Background: an optimization exercise with open tools, aiming at small area. Do not read the settings as production practice.
Function was checked by simulation only, so behaviour that the tests miss may differ from the original.
No driver is modelled on the clock port, so clocking that relies on it looks cheaper here than on a real chip.
Power is estimated from default activity; no workload was simulated.

$ cat design/flow/config.mk
export PLATFORM = sky130hd
export DESIGN_NAME = pokey_advanced
export DESIGN_NICKNAME = pokey_advanced
export VERILOG_FILES = /design/flow/design.v
export SDC_FILE = /design/flow/constraint.sdc
export NUM_CORES = 4
export LEC_CHECK = 0
export ABC_AREA = 1
export CAP_MARGIN = 20
export CORE_MARGIN = 2
export CORE_UTILIZATION = 40
export SLEW_MARGIN = 20
$ cat design/flow/constraint.sdc
create_clock -name core_clock -period 6.0 [get_ports {clk}]
set_input_delay 1.2000 -clock core_clock [delete_from_list [all_inputs] [get_ports {clk}]]
set_output_delay 1.2000 -clock core_clock [all_outputs]
set_load 0.01 [all_outputs]
$ cat design/flow/design.v
module pokey_advanced (
    input clk,               
    input enable_179mhz,     
    input reset_n,           
    input [3:0] addr,
    input [7:0] din,
    input we,
    output reg audio_pwm
);
    reg [7:0] audf0, audf1, audf2, audf3;
    wire [7:0] naudf0 = ~audf0;
    wire [7:0] naudf1 = ~audf1;
    wire [7:0] naudf2 = ~audf2;
    wire [7:0] naudf3 = ~audf3;
    reg [3:0] vol0, vol1, vol2, vol3;
    reg [1:0] dist0, dist1, dist2, dist3;    
    reg       use_15khz, link_34, link_12, fast3, fast1;
    wire [7:0] wd  = din & {8{reset_n}};
    wire [8:0] sel;
    assign sel[0] = ~reset_n | (we & addr == 4'd0);
    assign sel[1] = ~reset_n | (we & addr == 4'd1);
    assign sel[2] = ~reset_n | (we & addr == 4'd2);
    assign sel[3] = ~reset_n | (we & addr == 4'd3);
    assign sel[4] = ~reset_n | (we & addr == 4'd4);
    assign sel[5] = ~reset_n | (we & addr == 4'd5);
    assign sel[6] = ~reset_n | (we & addr == 4'd6);
    assign sel[7] = ~reset_n | (we & addr == 4'd7);
    assign sel[8] = ~reset_n | (we & addr == 4'd8);
    always @(posedge clk) begin
        if (sel[0]) audf0 <= wd;
        if (sel[1]) {dist0, vol0} <= {wd[7], wd[5], wd[3:0]};
        if (sel[2]) audf1 <= wd;
        if (sel[3]) {dist1, vol1} <= {wd[7], wd[5], wd[3:0]};
        if (sel[4]) audf2 <= wd;
        if (sel[5]) {dist2, vol2} <= {wd[7], wd[5], wd[3:0]};
        if (sel[6]) audf3 <= wd;
        if (sel[7]) {dist3, vol3} <= {wd[7], wd[5], wd[3:0]};
        if (sel[8]) {fast1, fast3, link_12, link_34, use_15khz} <= {wd[6], wd[5], wd[4], wd[3], wd[0]};
    end
    reg       pb;
    reg [3:0] pa;    
    reg [5:0] pc;    
    reg       en_d;  
    always @(posedge clk) begin
        en_d <= enable_179mhz & reset_n;
        if (!reset_n) begin
            pb <= 1'b0;
            pa <= 4'd0;
            pc <= 6'd0;
        end else if (enable_179mhz) begin
            pb <= ~pb;
            if (pb) begin
                pa <= (pa == 4'b0100) ? 4'd0 : {pa[2:0], ~(pa[3] ^ pa[2])};
                pc <= (pc == 6'b001010) ? 6'd0 : {pc[4:0], ~(pc[5] ^ pc[4])};
            end
        end
    end
    wire tick_64khz = en_d & ~pb & (pa == 4'd0);
    wire tick_15khz = en_d & ~pb & (pc == 6'd0);
    reg [4:0]  poly5;
    reg [16:0] poly17;
    always @(posedge clk) begin
        if (!reset_n) begin
            poly5  <= 5'b10101;
            poly17 <= 17'b10101010101010101;
        end else if (enable_179mhz) begin
            poly5  <= {poly5[3:0],  ~(poly5[4] ^ poly5[2])};
            poly17 <= {poly17[15:0], ~(poly17[16] ^ poly17[4])};
        end
    end
    wire p5 = poly5[4];
    wire p17 = poly17[16];
    wire base_tick = use_15khz ? tick_15khz : tick_64khz;
    wire t0 = fast1 ? enable_179mhz : base_tick;
    wire t1 = base_tick & ~link_12;
    wire t2 = fast3 ? enable_179mhz : base_tick;
    wire t3 = base_tick & ~link_34;
    localparam [7:0] PM = 8'hAA;
    reg [15:0] q0, q2;
    reg [7:0]  q1, q3;
    wire [15:0] nc0 = q0 ^ {PM, PM};
    wire [15:0] nc2 = q2 ^ {PM, PM};
    wire [7:0]  nc1 = q1 ^ PM;
    wire [7:0]  nc3 = q3 ^ PM;
    reg [3:0]  chan_out;
    wire [16:0] b0, b2;
    wire [8:0]  b1, b3;
    assign b0[0] = t0;
    assign b1[0] = t1;
    assign b2[0] = t2;
    assign b3[0] = t3;
    genvar g;
    generate
        for (g = 0; g < 16; g = g + 1) begin : bw
            assign b0[g+1] = b0[g] & nc0[g];
            assign b2[g+1] = b2[g] & nc2[g];
        end
        for (g = 0; g < 8; g = g + 1) begin : bn
            assign b1[g+1] = b1[g] & nc1[g];
            assign b3[g+1] = b3[g] & nc3[g];
        end
    endgenerate
    wire ld0 = b0[16];
    wire ld1 = b1[8];
    wire ld2 = b2[16];
    wire ld3 = b3[8];
    wire [15:0] nload0 = {naudf1 | {8{~link_12}}, naudf0};
    wire [15:0] nload2 = {naudf3 | {8{~link_34}}, naudf2};
    reg rst_d;
    always @(posedge clk) begin
        rst_d <= ~reset_n;
        q0 <= ((nc0 ^ b0[15:0]) | (nload0 & {16{ld0 | rst_d}})) ^ {PM, PM};
        q1 <= ((nc1 ^ b1[7:0])  | (naudf1 & {8{ld1 | rst_d}})) ^ PM;
        q2 <= ((nc2 ^ b2[15:0]) | (nload2 & {16{ld2 | rst_d}})) ^ {PM, PM};
        q3 <= ((nc3 ^ b3[7:0])  | (naudf3 & {8{ld3 | rst_d}})) ^ PM;
    end
    function nxt(input [1:0] d, input o, input a17, input a5);
        nxt = (d == 2'b11) ? ~o : ((d[0] | a17) & (d[1] | a5));
    endfunction
    always @(posedge clk) begin
        if (!reset_n) chan_out <= 4'd0;
        else begin
            if (ld0) chan_out[0] <= nxt(dist0, chan_out[0], p17, p5);
            if (ld1) chan_out[1] <= nxt(dist1, chan_out[1], p17, p5);
            if (ld2) chan_out[2] <= nxt(dist2, chan_out[2], p17, p5);
            if (ld3) chan_out[3] <= nxt(dist3, chan_out[3], p17, p5);
        end
    end
    wire [3:0] a = ~(vol0 & {4{chan_out[0]}});
    wire [3:0] b = ~(vol1 & {4{chan_out[1]}});
    wire [3:0] d = ~(vol2 & {4{chan_out[2]}});
    wire [3:0] e = ~(vol3 & {4{chan_out[3]}});
    reg  [5:0] p;    
    function [1:0] fa(input x, input y, input z);    
        fa = {(x & y) | (x & z) | (y & z), x ^ y ^ z};
    endfunction
    function maj(input x, input y, input z);
        maj = (x & y) | (x & z) | (y & z);
    endfunction
    wire [1:0] f00 = fa(a[0], b[0], d[0]);
    wire       c01 = maj(f00[0], e[0], p[0]);
    wire [1:0] f10 = fa(a[1], b[1], d[1]);
    wire [1:0] f11 = fa(e[1], p[1], f00[1]);
    wire       c12 = maj(f10[0], f11[0], c01);
    wire [1:0] f20 = fa(a[2], b[2], d[2]);
    wire [1:0] f21 = fa(e[2], p[2], f10[1]);
    wire [1:0] f22 = fa(f20[0], f21[0], f11[1]);
    wire       c23 = f22[0] | c12;                   
    wire [1:0] f30 = fa(a[3], b[3], d[3]);
    wire [1:0] f31 = fa(e[3], p[3], f20[1]);
    wire [1:0] f32 = fa(f21[1], f22[1], c23);
    wire       c33 = maj(f30[0], f31[0], f32[0]);
    wire [1:0] f40 = fa(p[4], f30[1], f31[1]);
    wire       c41 = maj(f40[0], f32[1], c33);
    wire       c50 = maj(p[5], f40[1], c41);
    always @(posedge clk) begin
        if (!reset_n) begin
            p <= 6'd0;
            audio_pwm <= 1'b0;
        end else begin
            p <= p + 6'd1;
            audio_pwm <= ~c50;
        end
    end
endmodule
$ cat design/flow/flow/run.sh
#!/bin/bash
# Standard ORFS synthesis, then the combinational logic between the
# registers re-mapped by ABC for area (registers and full adders kept as they
# are, with a search over which full adders run in the inverted domain), then
# the standard ORFS layout with clkbuf_4 clock buffers (upsized after CTS
# where a leaf's slew is high), no dummy clock loads, and the smallest buffer
# on each port.
set -euo pipefail
export CTS_ARGS="-sink_clustering_enable -repair_clock_nets -dont_use_dummy_load -buf_list {sky130_fd_sc_hd__clkbuf_4}"
export POST_CTS_TCL=$PWD/flow/post_cts.tcl
export CLK_LEAF_SLEW=0.112
export CLK_TREE_SLEW=0.2
export BUFFER_PORTS_ARGS="-buffer_cell sky130_fd_sc_hd__buf_1"
R=orfs/results/$FLOW_PLATFORM/pokey_advanced/base
bash standard.sh synth > synth_make.log 2>&1
cp $R/1_2_yosys.v $R/1_2_yosys_std.v
export RESYN_LIB=$FLOW_HOME/platforms/sky130hd/lib/sky130_fd_sc_hd__tt_025C_1v80.lib
export RESYN_ABC=$PWD/flow/area.abc
export RESYN_TCL=$PWD/flow/resyn.tcl
python3 flow/fa_search.py $R/1_2_yosys_std.v $R/1_2_yosys.v $PWD/resyn > fa_search.log 2>&1
rm -f $R/1_synth.odb $R/1_synth.sdc
bash standard.sh > flow_make.log 2>&1
$ cat design/flow/flow/area.abc
strash
dch -f
amap
mfs3 -a
topo
$ cat design/flow/flow/fa_search.py
#!/usr/bin/env python3
"""Full-adder polarity search for the area re-mapping.

A full adder is self-dual: FA(~a, ~b, ~c) = (~sum, ~carry). The standard
synthesis fixes which side of each fa_1 cell carries inverted signals. This
script tries, greedily, to run chosen fa_1 cells in the inverted domain (an
inverter on each of their pins, which the ABC re-mapping then absorbs into the
neighbouring logic) and keeps a choice only when the re-mapped netlist is
smaller. The registers are never touched.

usage: fa_search.py STD_NETLIST OUT_NETLIST WORKDIR
(environment: RESYN_LIB, RESYN_ABC, RESYN_TCL)"""
import os, re, subprocess, sys

std, out, work = sys.argv[1:4]
os.makedirs(work, exist_ok=True)
src = open(std).read()
pat = re.compile(r'(\s*)sky130_fd_sc_hd__fa_1\s+(\S+)\s*\((.*?)\);', re.S)
fas = [m.group(2) for m in pat.finditer(src)]


def flipped(flip):
    k = 0
    wires = []

    def repl(m):
        nonlocal k
        ind, name, body = m.group(1), m.group(2), m.group(3)
        if name not in flip:
            return m.group(0)
        newpins, invs = [], []
        for p, s in re.findall(r'\.(\w+)\(([^()]*?)\s*\)', body):
            s = s.strip()
            if s.startswith('\\'):
                s += ' '
            k += 1
            w = f'faflip_{k}'
            wires.append(w)
            if p in ('SUM', 'COUT'):
                invs.append(f'{ind}sky130_fd_sc_hd__inv_1 faflip_inv_{k} (.A({w}), .Y({s}));')
            else:
                invs.append(f'{ind}sky130_fd_sc_hd__inv_1 faflip_inv_{k} (.A({s}), .Y({w}));')
            newpins.append(f'.{p}({w})')
        return f'{ind}sky130_fd_sc_hd__fa_1 {name} (' + ', '.join(newpins) + ');' + ''.join(invs)

    res = pat.sub(repl, src)
    i = res.index(';', res.index('module ')) + 1
    return res[:i] + ''.join(f'\n  wire {w};' for w in wires) + res[i:]


log = open(os.path.join(work, 'fa_search.log'), 'w')
n = 0


def area(flip):
    """Re-map the netlist with these cells flipped; return (area, netlist path)."""
    global n
    n += 1
    d = os.path.join(work, f'try{n}')
    os.makedirs(d, exist_ok=True)
    inp = os.path.join(d, 'in.v')
    outp = os.path.join(d, 'out.v')
    open(inp, 'w').write(flipped(flip))
    env = dict(os.environ, RESYN_IN=inp, RESYN_OUT=outp)
    with open(os.path.join(d, 'yosys.log'), 'w') as f:
        r = subprocess.run(['yosys', '-c', os.environ['RESYN_TCL']], cwd=d, env=env,
                           stdout=f, stderr=subprocess.STDOUT)
    if r.returncode != 0:
        log.write(f'try{n} {sorted(flip)} failed\n')
        return None, None
    a = float(re.search(r"Chip area for module '\\pokey_advanced': ([\d.]+)",
                        open(os.path.join(d, 'resyn_stat.txt')).read()).group(1))
    log.write(f'try{n} {sorted(flip)} {a}\n')
    log.flush()
    return a, outp


cur = set()
best, best_net = area(cur)
if best is None:
    sys.exit('the plain re-mapping failed')
improved = True
while improved:
    improved = False
    for fa in fas:
        if fa in cur:
            continue
        a, net = area(cur | {fa})
        if a is not None and a < best - 0.01:
            best, best_net, cur = a, net, cur | {fa}
            improved = True
            log.write(f'keep {fa}: {best}\n')
log.write(f'final {sorted(cur)} {best}\n')
open(out, 'w').write(open(best_net).read())
$ cat design/flow/flow/post_cts.tcl
# Clock-tree touch-up after CTS: a clock buffer whose output slew is over
# CLK_LEAF_SLEW (CLK_TREE_SLEW for a buffer that drives only clock buffers)
# gets the next stronger clock buffer, repeated until none is over, so every
# flip-flop clock pin stays well inside the slew limit.
proc clk_slew {name} { return [get_property [get_pins $name/X] slew_max] }
# a buffer that drives flip-flop clock pins, not only other clock buffers
proc is_leaf {name} {
  foreach p [get_pins -of_objects [get_nets -of_objects [get_pins $name/X]]] {
    if {[string match "*/CLK" [get_full_name $p]]} { return 1 }
  }
  return 0
}
set limit $::env(CLK_LEAF_SLEW)
for {set pass 0} {$pass < 6} {incr pass} {
  estimate_parasitics -placement
  set changed 0
  foreach inst [get_cells clkbuf_*] {
    set name [get_name $inst]
    if {[llength [get_pins -quiet $name/X]] == 0} { continue }
    set s [clk_slew $name]
    set ref [get_property $inst ref_name]
    set up ""
    if {$ref == "sky130_fd_sc_hd__clkbuf_4"} { set up sky130_fd_sc_hd__clkbuf_8 }
    if {$ref == "sky130_fd_sc_hd__clkbuf_8"} { set up sky130_fd_sc_hd__clkbuf_16 }
    set lim [expr {[is_leaf $name] ? $limit : $::env(CLK_TREE_SLEW)}]
    if {$s > $lim && $up != ""} {
      puts "clock buffer $name slew $s -> $up"
      replace_cell $inst $up
      incr changed
    }
  }
  if {!$changed} { break }
  detailed_placement
}
check_placement -verbose
estimate_parasitics -placement
foreach inst [get_cells clkbuf_*] {
  set name [get_name $inst]
  puts "clock buffer $name [get_property $inst ref_name] slew [clk_slew $name]"
}
$ cat design/flow/flow/resyn.tcl
# Re-map the combinational cells of the standard synthesis for area.
# The flip-flops stay the same instances (names and cell types).
yosys -import
set lib $::env(RESYN_LIB)
read_liberty -ignore_miss_func $lib
read_verilog $::env(RESYN_IN)
hierarchy -top pokey_advanced
# keep every sequential cell and full adder as it is
set seq [list]
foreach m [split [string trim [tee -q -s result.string select -list-mod =sky130_fd_sc_hd__*]] "\n"] {
  if {[regexp {__(df|edf|sdf|dl|sedf|fa_)} $m]} { lappend seq $m }
}
foreach m $seq { blackbox $m }
flatten
hierarchy -top pokey_advanced
set dont_use [list]
foreach c {sky130_fd_sc_hd__probe_p_8 sky130_fd_sc_hd__probec_p_8 sky130_fd_sc_hd__lpflow_*} {
  lappend dont_use -dont_use $c
}
opt -purge
abc -liberty $lib -script $::env(RESYN_ABC) {*}$dont_use
read_liberty -lib -ignore_redef $lib
opt_clean -purge
setundef -zero
splitnets
opt_clean -purge
hilomap -singleton -hicell sky130_fd_sc_hd__conb_1 HI -locell sky130_fd_sc_hd__conb_1 LO
insbuf -buf sky130_fd_sc_hd__buf_4 A X
yosys rename -hide w:*.*
opt_clean -purge
tee -o resyn_stat.txt stat -liberty $lib
check -assert
write_verilog -noattr -nohex -nodec $::env(RESYN_OUT)
$ cat design/flow/standard.sh
#!/bin/bash
# synth_recipe.tcl (not shown) runs the flow's synth.tcl, then flattens the netlist and writes it again
# the make line also repeats each setting of config.mk as NAME=value (left out here)
make -C /OpenROAD-flow-scripts/flow DESIGN_CONFIG=/design/flow/config.mk WORK_HOME=/design/flow/orfs CLKGATE_MAP_FILE= SYNTH_SCRIPT=/design/flow/synth_recipe.tcl "${@:-finish}"
==> results of run 1 <==
==> registers in the layout, indices dropped and copies added (netlist names), 5 cells and up <==
name and cells:
audf2 8, q3 8, audf3 8, q1 8, poly17 17, audf1 8
pc 6, audf0 8, poly5 5, p 6, q2 16, q0 16
==> metal layers <==
metal | up-vias | GRT usage | wire, µm
met2 | 52 | 0.244 | 5130
met1 | 1740 | 0.206 | 5040
li1 | 1860 | - | -
met3 | 11 | 0.0390 | 356
met4 | 0 | 0.0517 | 121
met5 | - | 0 | 0
==> how the worst max path moves through the flow <==
stage / start / end / slack [ns] / cells past startpoint
global placement: enable_179mhz / q0[8] / 1.10 / 22
finish: enable_179mhz / q0[14] / 1.38 / 22
global route: enable_179mhz / q2[14] / 0.82 / 22
detailed placement: enable_179mhz / q0[10] / 0.88 / 22
floorplan: enable_179mhz / q0[10] / 1.89 / 21
==> layout make-up <==
cell class,count,area (µm²),area share
multi-input combinational,312,1850,0.303
sequential,155,3710,0.609
clock buffer,17,165,0.0271
inverter,19,71.3,0.0117
timing repair buffer,18,75.1,0.0123
tap,180,225,0.0369
==> worst max-delay path: stages <==
cell and delay, ns:
buf_1 0.15, clkinv_1 0.40, a21oi_1 0.35, nand2_1 0.12, nor2_1 0.16, nand2_1 0.10
nor2_1 0.16, nand2_1 0.11, nor2_1 0.16, nand2_1 0.10, nor2_1 0.16, nand2_1 0.11
nor2_1 0.16, nand2_1 0.10, nor2_1 0.16, nand2_1 0.11, nor2_1 0.16, nand2_1 0.11
nor2_1 0.23, nor2_2 0.19, or2_0 0.31, o211ai_1 0.12
==> report_power, final <==
part           total (W)  internal [W]  switching (W)
logic           0.000401      0.000180       0.000221
registers        0.00137       0.00127      0.0000950
clock network   0.000473      0.000174       0.000299
total            0.00224       0.00163       0.000615
==> metrics by stage <==
stage | utilization | setup WS, ns | hold WS (ns) | instances
floorplan | - | 1.89 | 0.418 | 486
global placement | 0.429 | 1.10 | 0.424 | 684
global route | 0.441 | 0.816 | 0.438 | 701
finish | 0.441 | 1.38 | 0.419 | 701
detailed placement | 0.429 | 0.878 | 0.431 | 684
==> flow_summary.toml, run 1 <==
[status]
status = "finished clean"

[placement]
gp_congestion = 0.793
placed_area_um2 = 5930
hpwl_um = 7410
io_buffers = 16

[power]
p_leak_nw = 2.14
vdd_drop_max_v = 0.000178
power.density_nw_per_um2 = 368
power_w = 0.00224

[hold_path]
min_to = "q2[2]"
hold_path.startpoint = "audf2[2]"
hold_path_class = "flip-flop to flip-flop"
hold_depth = 1

[synth]
avgSynthCellArea_um2 = 11.6
syn_nets = 512
synth_area_um2 = 5630
yosysWarnings = 1
netlist_instances = 486

[grt]
gr-total-overflow = 0
grt_use_total = 0.154
grt_pass1_wl_um = 17300
grt_max_degree = 24
grt_pass1_vias = 3417
grt_antenna_before_repair = 0

[floorplan]
initial_core_util = 0.407
die_x_um = 123
core_um2 = 13800
row_count = 43
fp.dieArea_um2 = 15000
ios = 17
die_h_um = 123

[setup_path]
end_kind = "flip-flop"
r2r_slack_ns = 1.54
criticalPathCategory = "input pin to flip-flop"
r2r_start = "pc[4]"
worstPathArrival_ns = 4.94
worstReg2RegEnd = "q0[14]"
required_ns = 6.32
startpoint_type = "input pin"
r2r_cells = 25
cp_max_fo = 17

[sta]
worstMarginPinSlew_ns = 1.04
fmax_mhz = 217
rsz0062_at_grt = "false"
setup_viol = 0
tns_ns = 0
drv_slew = 0
hold_violations = 0
slew_headroom = 0.300
fin_skew_ns = 0.0349
layout_min_cycle_time_ns = 4.62
final.period_utilization = 0.770

[cts]
clock_latency_ns = 0.42
cts_tree = "yes"
cts.sinks = 155
clk_transition_reported_paths_ns = 0.11

[detailed_routing]
drt-initial-drc-count = 156
ant_nets = 0
via_per_inst = 5.23
drt_first_pass_iters = 4
vias = 3663
wl_per_cell_um = 15.2
drc = 0
routed_wl_um = 10600

[finish]
fin_nets = 549
final_common_cell = "dfxtp_1"
fill_cells = 1271
drive_gt1_frac = 0.0384
design_area_um2 = 6100
antenna_cells = 0
flow.area_growth_from_synthesis_pct = 8.31
layout_common_cells = "94 x dfxtp_1, 61 x edfxtp_1, 56 x nor2_1"

[flow_run]
maxCapViolCount = 0
==> run 2, diff against run 1 <==
--- a/design/flow/config.mk
+++ b/design/flow/config.mk
@@ -11,2 +11,4 @@
 export CORE_UTILIZATION = 40
+export GPL_TIMING_DRIVEN = 0
+export PLACE_DENSITY = 0.7
 export SLEW_MARGIN = 20
==> run 2 against run 1 <==
  * Clock power down 5.3%
  * Area after synthesis stayed put
  * Sequential power hardly changed
  * Sequential share of layout area is 0.26 points higher
  * Worst setup slack worse by 0.41 ns
  * Still clean on timing, DRC and antenna
  * Cell count shrank 0.29%
  * Count of clock-buffer cells in the layout is the same
==> flow_summary.toml, run 2 <==
[status]
status = "finished clean"

[power]
power_w = 0.00222
power.density_nw_per_um2 = 365
vdd_drop_max_v = 0.000225
clkPwrFrac = 0.202
p_switching_w = 0.000605
p_leak_nw = 2.12
p_sw_frac = 0.273
seq_power_share = 0.616
combPwrFrac = 0.182
p_int_w = 0.00161

[detailed_routing]
drc = 0
drt-initial-drc-count = 261
ant_nets = 0
drt_first_pass_iters = 4
routed_wl_um = 10500
vias = 3681
wl_per_cell_um = 15.0
via_per_inst = 5.27

[synth]
syn_nets = 512
avgSynthCellArea_um2 = 11.6
synth_area_um2 = 5630
netlist_instances = 486
yosysWarnings = 1

[cts]
clock_latency_ns = 0.42
clk_transition_reported_paths_ns = 0.11
cts_tree = "yes"
cts.sinks = 155

[finish]
layout_common_cells = "94 x dfxtp_1, 61 x edfxtp_1, 56 x nor2_1"
fill_cells = 1269
fin_nets = 547
reg.largest.list = "poly17 x17, q0 x16, q2 x16"
design_area_um2 = 6070
largest_reg_flops = 17
stdcell_count = 699
top_register = "poly17"
final_common_cell = "dfxtp_1"
flow.area_growth_from_synthesis_pct = 7.84
drive_gt1_frac = 0.0347
antenna_cells = 0

[placement]
io_buffers = 16
hpwl_um = 7400
gp_congestion = 0.782
placed_area_um2 = 5920
place_inst = 682

[sta]
fin_skew_ns = 0.0342
tns_ns = 0
final.period_utilization = 0.838
setup_viol = 0
layout_min_cycle_time_ns = 5.03
worstMarginPinSlew_ns = 1.07
hold_violations = 0
drv_slew = 0
fmax_mhz = 199
whs_ns = 0.435
rsz0062_at_grt = "false"
slew_headroom = 0.282

[floorplan]
ios = 17
die_h_um = 123
die_x_um = 123
row_count = 43
initial_core_util = 0.407
core_um2 = 13800
fp.dieArea_um2 = 15000

[hold_path]
hold_path_class = "flip-flop to flip-flop"
hold_path.startpoint = "audf0[0]"
min_to = "q0[0]"
hold_depth = 1

[setup_path]
end_kind = "flip-flop"
cp_max_fo = 17
worstReg2RegEnd = "q0[12]"
r2r_slack_ns = 0.97
r2r_start = "pc[4]"
criticalPathCategory = "flip-flop to flip-flop"
startpoint_type = "flip-flop"
r2r_cells = 24
worstPathArrival_ns = 5.33
required_ns = 6.31

[flow_run]
maxCapViolCount = 0

[grt]
grt_max_degree = 24
grt_pass1_wl_um = 17100
grt_use_total = 0.151
grt_pass1_vias = 3634
gr-total-overflow = 0
grt_antenna_before_repair = 0
==> run 2: worst max-delay path by stage <==
stage	from	to	slack [ns]
2_1_floorplan	enable_179mhz	q0[10]	1.89
3_3_place_gp	pc[4]	q0[8]	0.81
3_5_place_dp	enable_179mhz	q0[12]	0.69
5_1_grt	pc[4]	q0[12]	0.40
6_report	pc[4]	q0[12]	0.97
==> run 2: layer usage <==
metal | routed length [µm] | GRT usage
met1 | 4570 | 0.177
met2 | 5370 | 0.263
met3 | 362 | 0.0437
met4 | 150 | 0.0524
met5 | 0 | 0
==> run 2: power groups by stage <==
stage	Combinational, W	Sequential (W)	Clock [W]
after floorplan	0.000321	0.00136	0
after global placement	0.000384	0.00138	0
after detailed placement	0.000407	0.00139	0
after global routing	0.000467	0.00139	0.000506
final	0.000403	0.00137	0.000448
==> run 2: stage by stage <==
stage,util,setup WS [ns]
2_1_floorplan,-,1.89
3_3_place_gp,0.428,0.814
3_5_place_dp,0.428,0.687
5_1_grt,0.439,0.404
6_report,0.439,0.974
==> run 2: worst max-delay path, cell delays in order, from the launching register on <==
cell and delay [ns]:
dfxtp_1 0.34, nor2_1 0.17, nand4_1 0.12, a2111oi_1 0.98
nor2_1 0.08, a21oi_1 0.26, nand2_1 0.13, nor2_1 0.16
nand2_1 0.10, nor2_1 0.17, nand2_1 0.11, nor2_1 0.17
nand2_1 0.11, nor2_1 0.16, nand2_1 0.10, nor2_1 0.17
nand2_1 0.11, nor2_1 0.15, nand2_1 0.10, nor2_1 0.18
nand2_1 0.12, nor2_1 0.25, nor2_2 0.21, or2_0 0.33
o211ai_1 0.14
==> run 2: area by class of cell <==
type,count,area [µm²],share of cell area
tap,180,225,0.0371
multi-input combinational,312,1850,0.305
sequential,155,3710,0.611
timing repair buffer,16,60.1,0.00989
inverter,19,71.3,0.0117
clock buffer,17,153,0.0251
==> run 3, diff against run 2 <==
--- a/design/flow/config.mk
+++ b/design/flow/config.mk
@@ -12,3 +12,2 @@
 export GPL_TIMING_DRIVEN = 0
-export PLACE_DENSITY = 0.7
 export SLEW_MARGIN = 20
==> run 3 against run 2 <==
  * Count of clock-buffer cells in the layout unchanged
  * Area after synthesis unchanged
  * Global-route usage grew 0.25 points
  * Critical path depth increased by 1
  * Critical endpoint is now q0[14]
  * First-iteration DRC count shrank 38%
  * Highest routed layer unchanged
==> flow_summary.toml, run 3 <==
[status]
status = "finished clean"

[sta]
slew_headroom = 0.295
drv_slew = 0
hold_violations = 0
setup_viol = 0
worstMarginPinSlew_ns = 1.05
final.period_utilization = 0.850
layout_min_cycle_time_ns = 5.10
rsz0062_at_grt = "false"
fin_skew_ns = 0.0349
fmax_mhz = 196
tns_ns = 0

[synth]
syn_nets = 512
synth_area_um2 = 5630
avgSynthCellArea_um2 = 11.6
yosysWarnings = 1
netlist_instances = 486

[flow_run]
maxCapViolCount = 0

[setup_path]
max_stage_delay_ns = 0.89
cp_max_fo = 9
criticalPathCategory = "flip-flop to flip-flop"
end_kind = "flip-flop"
startpoint_type = "flip-flop"
r2r_start = "pc[4]"
required_ns = 6.34
crit_top_cell = "nor2_1"
startpoint = "pc[4]"
slowest_stage = "a2111oi_1"
worstPathArrival_ns = 5.44

[finish]
largest_reg_flops = 17
final_common_cell = "dfxtp_1"
flow.area_growth_from_synthesis_pct = 8.09
antenna_cells = 0
reg.largest.list = "poly17 x17, q0 x16, q2 x16"
drive_gt1_frac = 0.0365
fin_nets = 548
top_register = "poly17"
design_area_um2 = 6090
layout_common_cells = "94 x dfxtp_1, 61 x edfxtp_1, 56 x nor2_1"

[cts]
clock_latency_ns = 0.43
cts_tree = "yes"
clk_transition_reported_paths_ns = 0.11
cts.sinks = 155

[detailed_routing]
wl_met1_um = 4810
via_per_inst = 5.19
met2_length_um = 5310
drc = 0
routed_wl_um = 10600
drt_first_pass_iters = 5
vias = 3631
ant_nets = 0
highest_layer = "met4"
drt-initial-drc-count = 162
dr_wl_met3_um = 427
wl_per_cell_um = 15.2

[power]
vdd_drop_max_v = 0.000151
power.density_nw_per_um2 = 367
p_leak_nw = 2.13

[placement]
placed_area_um2 = 5920
gp_congestion = 0.721
io_buffers = 16
hpwl_um = 7230

[floorplan]
ios = 17
core_um2 = 13800
initial_core_util = 0.407
die_x_um = 123
row_count = 43
fp.dieArea_um2 = 15000
die_h_um = 123

[grt]
gr-total-overflow = 0
grt_antenna_before_repair = 0
grt_pass1_vias = 3555
grt_pass1_wl_um = 17300
grt_max_degree = 24
grt_use_total = 0.153

[hold_path]
hold_path_class = "flip-flop to flip-flop"
hold_path.startpoint = "audf0[2]"
==> run 3: critical path: cells and delay by family (launching register included) <==
kind            cells  cell delay [ns]
simple gates       21             3.15
compound gates      3             1.28
flops               1             0.34
buf+inv             1             0.22
==> run 3: routing by layer <==
| metal | vias up | global-route usage |
|---|---|---|
| met5 | - | 0 |
| met3 | 8 | 0.0390 |
| li1 | 1849 | - |
| met4 | 0 | 0.0560 |
| met2 | 63 | 0.255 |
| met1 | 1711 | 0.193 |
==> run 3: worst paths after layout <==
path | end | slack (ns) | depth (start not counted)
worst max-delay path | q0[14] | 0.90 | 25
worst min-delay path | q0[2] | 0.43 | 1
worst max register to register | q0[14] | 0.90 | 25
worst min register to register | q0[2] | 0.43 | 1
==> run 3: report_power, final <==
| part | internal (W) | leakage [nW] | switching [W] | total, W |
|---|---|---|---|---|
| clock | 0.000167 | 0.0912 | 0.000303 | 0.000470 |
| combinational | 0.000181 | 0.672 | 0.000223 | 0.000404 |
| sequential | 0.00127 | 1.37 | 0.0000888 | 0.00136 |
==> run 3: area by class of cell <==
class	instances	area, µm²
Fill cell	1269	7740
Sequential cell	155	3710
Multi-Input combinational cell	312	1850
Tap cell	180	225
Clock buffer	17	159
Inverter	19	71.3
Timing Repair Buffer	17	67.6
==> run 3: through the flow <==
stage	utilization	total power (W)	cells	hold slack (ns)	worst slack (ns)
after floorplan	-	0.00168	486	0.418	1.89
after global placement	0.428	0.00177	682	0.423	0.754
after detailed placement	0.428	0.00179	682	0.430	0.619
after global routing	0.440	0.00238	700	0.456	0.133
final	0.440	0.00224	700	0.432	0.900
==> run 4, diff against run 3 <==
--- a/design/flow/config.mk
+++ b/design/flow/config.mk
@@ -10,3 +10,3 @@
 export CORE_MARGIN = 2
-export CORE_UTILIZATION = 40
+export CORE_UTILIZATION = 60
 export GPL_TIMING_DRIVEN = 0
==> run 4 against run 3 <==
  * Critical path type unchanged
  * Critical endpoint is now q0[10]
  * Core utilization is 22 points higher
  * Flip-flop and latch count unchanged
  * Sequential power is essentially flat
  * Still clean
  * Die area shrank 32%
==> flow_summary.toml, run 4 <==
[finish]
flow.area_growth_from_synthesis_pct = 6.67
layout_common_cells = "94 x dfxtp_1, 61 x edfxtp_1, 55 x nor2_1"
reg.largest.list = "poly17 x17, q0 x16, q2 x16"
antenna_cells = 0
drive_gt1_frac = 0.0385
stdcell_count = 630
top_register = "poly17"
fin_nets = 547
design_area_um2 = 6010
largest_reg_flops = 17
final_common_cell = "dfxtp_1"

[sta]
layout_min_cycle_time_ns = 4.86
setup_viol = 0
final.period_utilization = 0.811
tns_ns = 0
fin_skew_ns = 0.0295
fmax_mhz = 206
drv_slew = 0
worstMarginPinSlew_ns = 1.03
postLayoutSetupSlackWorst_ns = 1.14
slew_headroom = 0.305
hold_violations = 0
rsz0062_at_grt = "false"

[detailed_routing]
via_per_inst = 5.80
drt_first_pass_iters = 5
wl_per_cell_um = 16.2
routed_wl_um = 10200
vias = 3656
drt-initial-drc-count = 88
drc = 0
ant_nets = 0

[placement]
gp_congestion = 0.779
place_inst = 613
dpl_worst_slack_ns = 0.664
placed_area_um2 = 5840
io_buffers = 16
hpwl_um = 7030

[setup_path]
r2r_start = "pc[4]"
crit_top_cell = "nor2_1"
startpoint_type = "flip-flop"
end_kind = "flip-flop"
path_cells = "nor2_1 -> nand4_1 -> a2111oi_2 -> nor2_1 -> a21oi_1 -> nand2_1 -> nor2_1 -> nand2_1 -> nor2_1 -> nand2_1 -> nor2_1 -> nand2_1 -> nor2_1 -> nand2_1 -> nor2_1 -> nand2_1 -> nor2_1 -> nand2_1 -> nor2_1 -> nand2_1 -> nor2_1 -> nor2_2 -> or2_0 -> o211ai_1"
max_stage_delay_ns = 0.76
crit_end = "q0[10]"
worstReg2RegEnd = "q0[10]"
worstPathArrival_ns = 5.18
r2r_slack_ns = 1.14
startpoint = "pc[4]"
r2r_cells = 24
criticalPathCategory = "flip-flop to flip-flop"
cp_max_fo = 17
slowest_stage = "a2111oi_2"
required_ns = 6.32

[power]
vdd_drop_max_v = 0.000171
p_leak_nw = 2.13
power.density_nw_per_um2 = 373

[grt]
grt_util_met3 = 0.0631
grt_max_degree = 24
grt_busiest_layer = "met2"
grt_use_total = 0.217
grt_pass1_vias = 3515
gr-total-overflow = 0
use_met1 = 0.295
met2_usage = 0.329
grt_pass1_wl_um = 16400
grt_antenna_before_repair = 0

[synth]
syn_nets = 512
synth_area_um2 = 5630
avgSynthCellArea_um2 = 11.6
yosysWarnings = 1
netlist_instances = 486

[cts]
clock_latency_ns = 0.42
clk_transition_reported_paths_ns = 0.11
cts_tree = "yes"
cts.sinks = 155

[hold_path]
hold_path_class = "flip-flop to flip-flop"

[floorplan]
core_um2 = 9150
initial_core_util = 0.615
row_count = 35
die_x_um = 101
ios = 17
fp.dieArea_um2 = 10200
die_h_um = 101

[status]
status = "finished clean"

[flow_run]
maxCapViolCount = 0
==> run 4: layer usage <==
metal	wire, µm	up-vias
met1	4830	1732
met3	381	10
met4	115	0
met5	0	-
li1	-	1847
met2	4860	67
==> run 4: worst max-delay path, delay by kind of cell (launching register included) <==
kind / cells / cell delay, ns
simple gates: 21 / 3.35
compound gates: 3 / 1.08
flops: 1 / 0.34
==> run 4: stage by stage <==
step | power (W) | hold slack (ns) | utilization
6_report | 0.00224 | 0.435 | 0.656
5_1_grt | 0.00237 | 0.435 | 0.656
3_5_place_dp | 0.00180 | 0.432 | 0.638
3_3_place_gp | 0.00177 | 0.422 | 0.637
2_1_floorplan | 0.00168 | 0.418 | -
==> run 4: final cells by class <==
cell class | count | area, µm²
Inverter | 19 | 71.3
Tap cell | 111 | 139
Fill cell | 743 | 3150
Sequential cell | 155 | 3710
Clock buffer | 17 | 165
Multi-Input combinational cell | 312 | 1860
Timing Repair Buffer | 16 | 60.1
==> run 4: how the worst min path moves through the flow <==
stage                        start  slack [ns]  cells after the start    end
final                     audf0[0]        0.43                      1  q0[0]
after global routing      audf2[2]        0.44                      1  q2[2]
after detailed placement  audf2[0]        0.43                      1  q2[0]
after global placement    audf2[0]        0.42                      1  q2[0]
after floorplan           audf0[0]        0.42                      1  q0[0]
==> run 4: power breakdown <==
part           switching, W  internal, W  total (W)
clock network      0.000295     0.000175   0.000470
registers         0.0000901      0.00127    0.00136
logic              0.000226     0.000180   0.000406
==> run 5, diff against run 4 <==
--- a/design/flow/config.mk
+++ b/design/flow/config.mk
@@ -10,4 +10,5 @@
 export CORE_MARGIN = 2
-export CORE_UTILIZATION = 60
+export CORE_UTILIZATION = 50
 export GPL_TIMING_DRIVEN = 0
+export PLACE_DENSITY = 0.7
 export SLEW_MARGIN = 20
==> run 5 against run 4 <==
  * Still clean on timing, DRC and antenna
  * Core utilization shrank 10 points
  * Worst hold slack is essentially flat
  * Cell count grew 4.6%
  * Combinational power shrank 1%
  * Die area grew 19%
  * Non-clock buffer count is the same
  * Count of clock-buffer cells in the layout is the same
  * Critical path depth is the same
  * Area after synthesis is the same
  * Clock skew grew 0.00075 ns
  * Design area grew 0.37%
  * Wire length shrank 0.43%
==> flow_summary.toml, run 5 <==
[detailed_routing]
dr_wl_met3_um = 286
drc = 0
drt-initial-drc-count = 204
highest_layer = "met4"
wl_met1_um = 4670
met2_length_um = 5070
via_per_inst = 5.53
drt_first_pass_iters = 4
routed_wl_um = 10100
wl_per_cell_um = 15.4
ant_nets = 0
vias = 3641

[hold_path]
hold_path_class = "flip-flop to flip-flop"
hold_path.startpoint = "audf2[0]"
hold_depth = 1
min_to = "q2[0]"

[power]
p_leak_nw = 2.12
vdd_drop_max_v = 0.000224
power.density_nw_per_um2 = 370

[flow_run]
maxCapViolCount = 0

[sta]
setup_viol = 0
postLayoutSetupSlackWorst_ns = 1.09
fin_skew_ns = 0.0303
worstMarginPinSlew_ns = 1.03
rsz0062_at_grt = "false"
hold_violations = 0
layout_min_cycle_time_ns = 4.91
fmax_mhz = 204
whs_ns = 0.435
slew_headroom = 0.305
final.period_utilization = 0.818
tns_ns = 0
drv_slew = 0

[setup_path]
r2r_slack_ns = 1.09
end_kind = "flip-flop"
r2r_cells = 24
worstReg2RegEnd = "q0[8]"
cp_max_fo = 17
required_ns = 6.32
worst-path-buf-inv = 0
path_delay_family = "simple AND/OR/NAND/NOR gates"
path_cells = "nor2_1 -> nand4_1 -> a2111oi_1 -> nor2_1 -> a21oi_1 -> nand2_1 -> nor2_1 -> nand2_1 -> nor2_1 -> nand2_1 -> nor2_1 -> nand2_1 -> nor2_1 -> nand2_1 -> nor2_1 -> nand2_1 -> nor2_1 -> nand2_1 -> nor2_1 -> nand2_1 -> nor2_1 -> nor2_2 -> or2_0 -> o211ai_1"
worstPathArrival_ns = 5.23
crit_top_cell = "nor2_1"
criticalPathCategory = "flip-flop to flip-flop"
startpoint_type = "flip-flop"
max_stage_delay_ns = 0.90
slowest_stage = "a2111oi_1"
r2r_start = "pc[4]"

[floorplan]
ios = 17
fp.dieArea_um2 = 12100
core_um2 = 10900
die_h_um = 110
row_count = 38
initial_core_util = 0.515
die_x_um = 110

[finish]
antenna_cells = 0
flow.area_growth_from_synthesis_pct = 7.07
drive_gt1_frac = 0.0347
fin_util = 0.551
reg.largest.list = "poly17 x17, q0 x16, q2 x16"
fin_nets = 547
final_common_cell = "dfxtp_1"
top_register = "poly17"
largest_reg_flops = 17
layout_common_cells = "94 x dfxtp_1, 61 x edfxtp_1, 56 x nor2_1"
stdcell_count = 659

[synth]
netlist_instances = 486
yosysWarnings = 1
syn_nets = 512
avgSynthCellArea_um2 = 11.6
synth_area_um2 = 5630

[status]
status = "finished clean"

[placement]
hpwl_um = 7040
dpl_worst_slack_ns = 0.696
io_buffers = 16
place_inst = 642
gp_congestion = 0.776

[grt]
grt_use_total = 0.190
grt_max_degree = 24
grt_pass1_wl_um = 17100
grt_pass1_vias = 3569
gr-total-overflow = 0
grt_antenna_before_repair = 0

[cts]
cts.sinks = 155
cts_tree = "yes"
clk_transition_reported_paths_ns = 0.09
clock_latency_ns = 0.42
[run 5: cell types whose count changed in the layout (fill, tap and decap cells not counted)]
cell	previous run	this run
nor2_2	2	1
clkbuf_8	6	5
nor2_1	55	56
a2111oi_2	1	0
clkbuf_4	11	12
o21ai_0	48	50
a2111oi_1	0	1
o21ai_1	5	3
[run 5: final cells by class]
type                    instances  area (µm²)
flip-flops and latches        155        3710
clock buffers                  17         159
inverters                      19        71.3
fillers                       953        4910
repair buffers                 16        60.1
well taps                     140         175
multi-input cells             312        1850
[run 5: metrics by stage]
stage / power, W / cell area, µm²
floorplan: 0.00168 / 5630
global placement: 0.00176 / 5870
detailed placement: 0.00179 / 5870
global route: 0.00237 / 6030
finish: 0.00223 / 6030
[run 5: worst register-to-register path: stages, from the launching register on]
cell       delay, ns
dfxtp_1         0.33
nor2_1          0.16
nand4_1         0.13
a2111oi_1       0.90
nor2_1          0.08
a21oi_1         0.26
nand2_1         0.14
nor2_1          0.17
nand2_1         0.11
nor2_1          0.18
nand2_1         0.12
nor2_1          0.17
nand2_1         0.10
nor2_1          0.16
nand2_1         0.11
nor2_1          0.15
nand2_1         0.10
nor2_1          0.15
nand2_1         0.11
nor2_1          0.17
nand2_1         0.11
nor2_1          0.25
nor2_2          0.20
or2_0           0.31
o211ai_1        0.13
[run 5: metal layers]
layer / track usage / up-vias
met5: 0 / -
met4: 0.0616 / 0
met3: 0.0500 / 8
met2: 0.307 / 46
met1: 0.253 / 1730
li1: - / 1857
[run 5: report_power, final]
| part | internal [W] | switching, W | total (W) |
|---|---|---|---|
| registers | 0.00127 | 0.0000926 | 0.00137 |
| clock network | 0.000167 | 0.000294 | 0.000461 |
| logic | 0.000180 | 0.000222 | 0.000401 |
| total | 0.00162 | 0.000608 | 0.00223 |
[run 5: worst max path at each step]
stage               endpoint           from  slack (ns)  cells after the start
global placement       q0[8]  enable_179mhz        0.83                     22
finish                 q0[8]          pc[4]        1.09                     24
floorplan             q0[10]  enable_179mhz        1.89                     21
detailed placement     q0[8]  enable_179mhz        0.70                     22
global route           q0[8]          pc[4]        0.29                     24
==> run 6, diff against run 5 <==
--- a/design/flow/config.mk
+++ b/design/flow/config.mk
@@ -12,3 +12,2 @@
 export GPL_TIMING_DRIVEN = 0
-export PLACE_DENSITY = 0.7
 export SLEW_MARGIN = 20
==> run 6 against run 5 <==
  * First-iteration DRC count shrank 5.9%
  * Sequential share of layout area grew 0.12 points
  * Clock power shrank 4.3%
  * Count of clock-buffer cells in the layout is the same
  * Core utilization shrank 0.10 points
  * Non-clock buffer count is the same
  * Critical path depth shrank 2
  * Area after synthesis is the same
  * Die area is the same
  * Flip-flop and latch count is the same
  * Largest power group unchanged
==> flow_summary.toml, run 6 <==
[setup_path]
max_stage_delay_ns = 0.39
path_cells = "buf_1 -> clkinv_1 -> a21oi_1 -> nand2_1 -> nor2_1 -> nand2_1 -> nor2_1 -> nand2_1 -> nor2_1 -> nand2_1 -> nor2_1 -> nand2_1 -> nor2_1 -> nand2_1 -> nor2_1 -> nand2_1 -> nor2_1 -> nand2_1 -> nor2_1 -> nor2_2 -> or2_0 -> o211ai_1"
criticalPathCategory = "input pin to flip-flop"
required_ns = 6.34
startpoint_type = "input pin"
worst-path-buf-inv = 2
end_kind = "flip-flop"
slowest_stage = "clkinv_1"
worstPathArrival_ns = 5.15
path_delay_family = "simple AND/OR/NAND/NOR gates"
cp_max_fo = 17

[flow_run]
maxCapViolCount = 0

[grt]
grt_pass1_vias = 3474
gr-total-overflow = 0
grt_max_degree = 24
grt_use_total = 0.191
grt_pass1_wl_um = 16700
grt_antenna_before_repair = 0

[detailed_routing]
vias = 3639
met2_length_um = 4910
wl_per_cell_um = 15.6
ant_nets = 0
via_per_inst = 5.52
drc = 0
dr_wl_met3_um = 456
highest_layer = "met4"
drt-initial-drc-count = 192
routed_wl_um = 10300
drt_first_pass_iters = 4
wl_met1_um = 4820

[finish]
flow.area_growth_from_synthesis_pct = 6.87
final_common_cell = "dfxtp_1"
largest_reg_flops = 17
reg.largest.list = "poly17 x17, q0 x16, q2 x16"
stdcell_count = 659
fin_util = 0.550
layout_common_cells = "94 x dfxtp_1, 61 x edfxtp_1, 55 x nor2_1"
fill_cells = 955
top_register = "poly17"
multi_input_area_um2 = 1860
ff_latch_area_um2 = 3710
drive_gt1_frac = 0.0385
fin_nets = 547
antenna_cells = 0

[sta]
fmax_mhz = 208
fin_skew_ns = 0.0308
tns_ns = 0
rsz0062_at_grt = "false"
slew_headroom = 0.290
setup_viol = 0
final.period_utilization = 0.801
drv_slew = 0
worstMarginPinSlew_ns = 1.06
hold_violations = 0
layout_min_cycle_time_ns = 4.81

[synth]
yosysWarnings = 1
syn_nets = 512
synth_area_um2 = 5630
netlist_instances = 486
avgSynthCellArea_um2 = 11.6

[power]
p_leak_nw = 2.12
vdd_drop_max_v = 0.000197
power.density_nw_per_um2 = 367

[floorplan]
core_um2 = 10900
die_x_um = 110
fp.dieArea_um2 = 12100
row_count = 38
ios = 17
die_h_um = 110
initial_core_util = 0.515

[status]
status = "finished clean"

[placement]
io_buffers = 16
hpwl_um = 7150
gp_congestion = 0.776
place_inst = 642

[cts]
cts_tree = "yes"
clock_latency_ns = 0.42
clk_transition_reported_paths_ns = 0.11
cts.sinks = 155

[hold_path]
hold_path_class = "flip-flop to flip-flop"
==> run 6: metrics by stage <==
stage	hold slack, ns	worst slack, ns	total power (W)	cell area, µm²
6_report	0.435	1.19	0.00221	6020
3_3_place_gp	0.423	0.456	0.00177	5870
2_1_floorplan	0.418	1.89	0.00168	5630
3_5_place_dp	0.427	0.615	0.00179	5870
5_1_grt	0.446	0.319	0.00235	6020
==> run 6: layer usage <==
| metal | vias up | global-route usage |
|---|---|---|
| li1 | 1853 | - |
| met1 | 1725 | 0.245 |
| met2 | 57 | 0.303 |
| met3 | 4 | 0.0682 |
| met4 | 0 | 0.0589 |
| met5 | - | 0 |
==> run 6: final timing paths <==
path / from / endpoint / slack (ns) / depth (start not counted)
max reg2reg: pc[4] / q0[14] / 1.21 / 24
max: enable_179mhz / q0[14] / 1.19 / 22
min reg2reg: audf0[0] / q0[0] / 0.43 / 1
min: audf0[0] / q0[0] / 0.43 / 1
==> run 6: final cells by class <==
class	count	area share
Tap cell	140	0.0291
Timing Repair Buffer	16	0.00998
Clock buffer	17	0.0233
Inverter	19	0.0119
Sequential cell	155	0.617
Multi-Input combinational cell	312	0.309
==> run 6: report_power, final <==
part	internal (W)	switching (W)	total, W	leakage (nW)
registers	0.00127	0.0000894	0.00136	1.37
logic	0.000179	0.000224	0.000403	0.668
clock network	0.000146	0.000295	0.000441	0.0834

## separate check: timing with driven ports
No port has a modelled driver above. Below, the same layouts with a new extraction and two added sets of constraints.
Step 1 sets driving cells, clkbuf_16 on the clock port and buf_2 on the other inputs (assumed; they add their load-dependent delay and slew).
Step 2 moves the port delays by t, midway between the first and last clock arrival at a register: inputs arrive t later, outputs are due t later. That takes back most of the time a late clock gives input paths.
a / b / c = no drivers / after step 1 / after step 2; a / b = the first two.
run | shift t [ns] | slack for setup (ns) | hold WS [ns]
run 1 | 0.444 | 1.382 / 1.399 / 0.955 | 0.419 / 0.419 / 0.419
run 2 | 0.431 | 0.974 / 0.974 / 0.787 | 0.435 / 0.435 / 0.435
run 3 | 0.443 | 0.900 / 0.900 / 0.582 | 0.432 / 0.432 / 0.432
run 4 | 0.434 | 1.137 / 1.137 / 0.785 | 0.435 / 0.435 / 0.435
run 5 | 0.440 | 1.090 / 1.090 / 0.778 | 0.435 / 0.435 / 0.435
run 6 | 0.443 | 1.192 / 1.205 / 0.763 | 0.435 / 0.435 / 0.435
After both steps setup and hold are still met in every run listed. The setup slack of run 6, which loses most, moves by +0.013 ns with the drivers and by -0.429 ns with both steps.
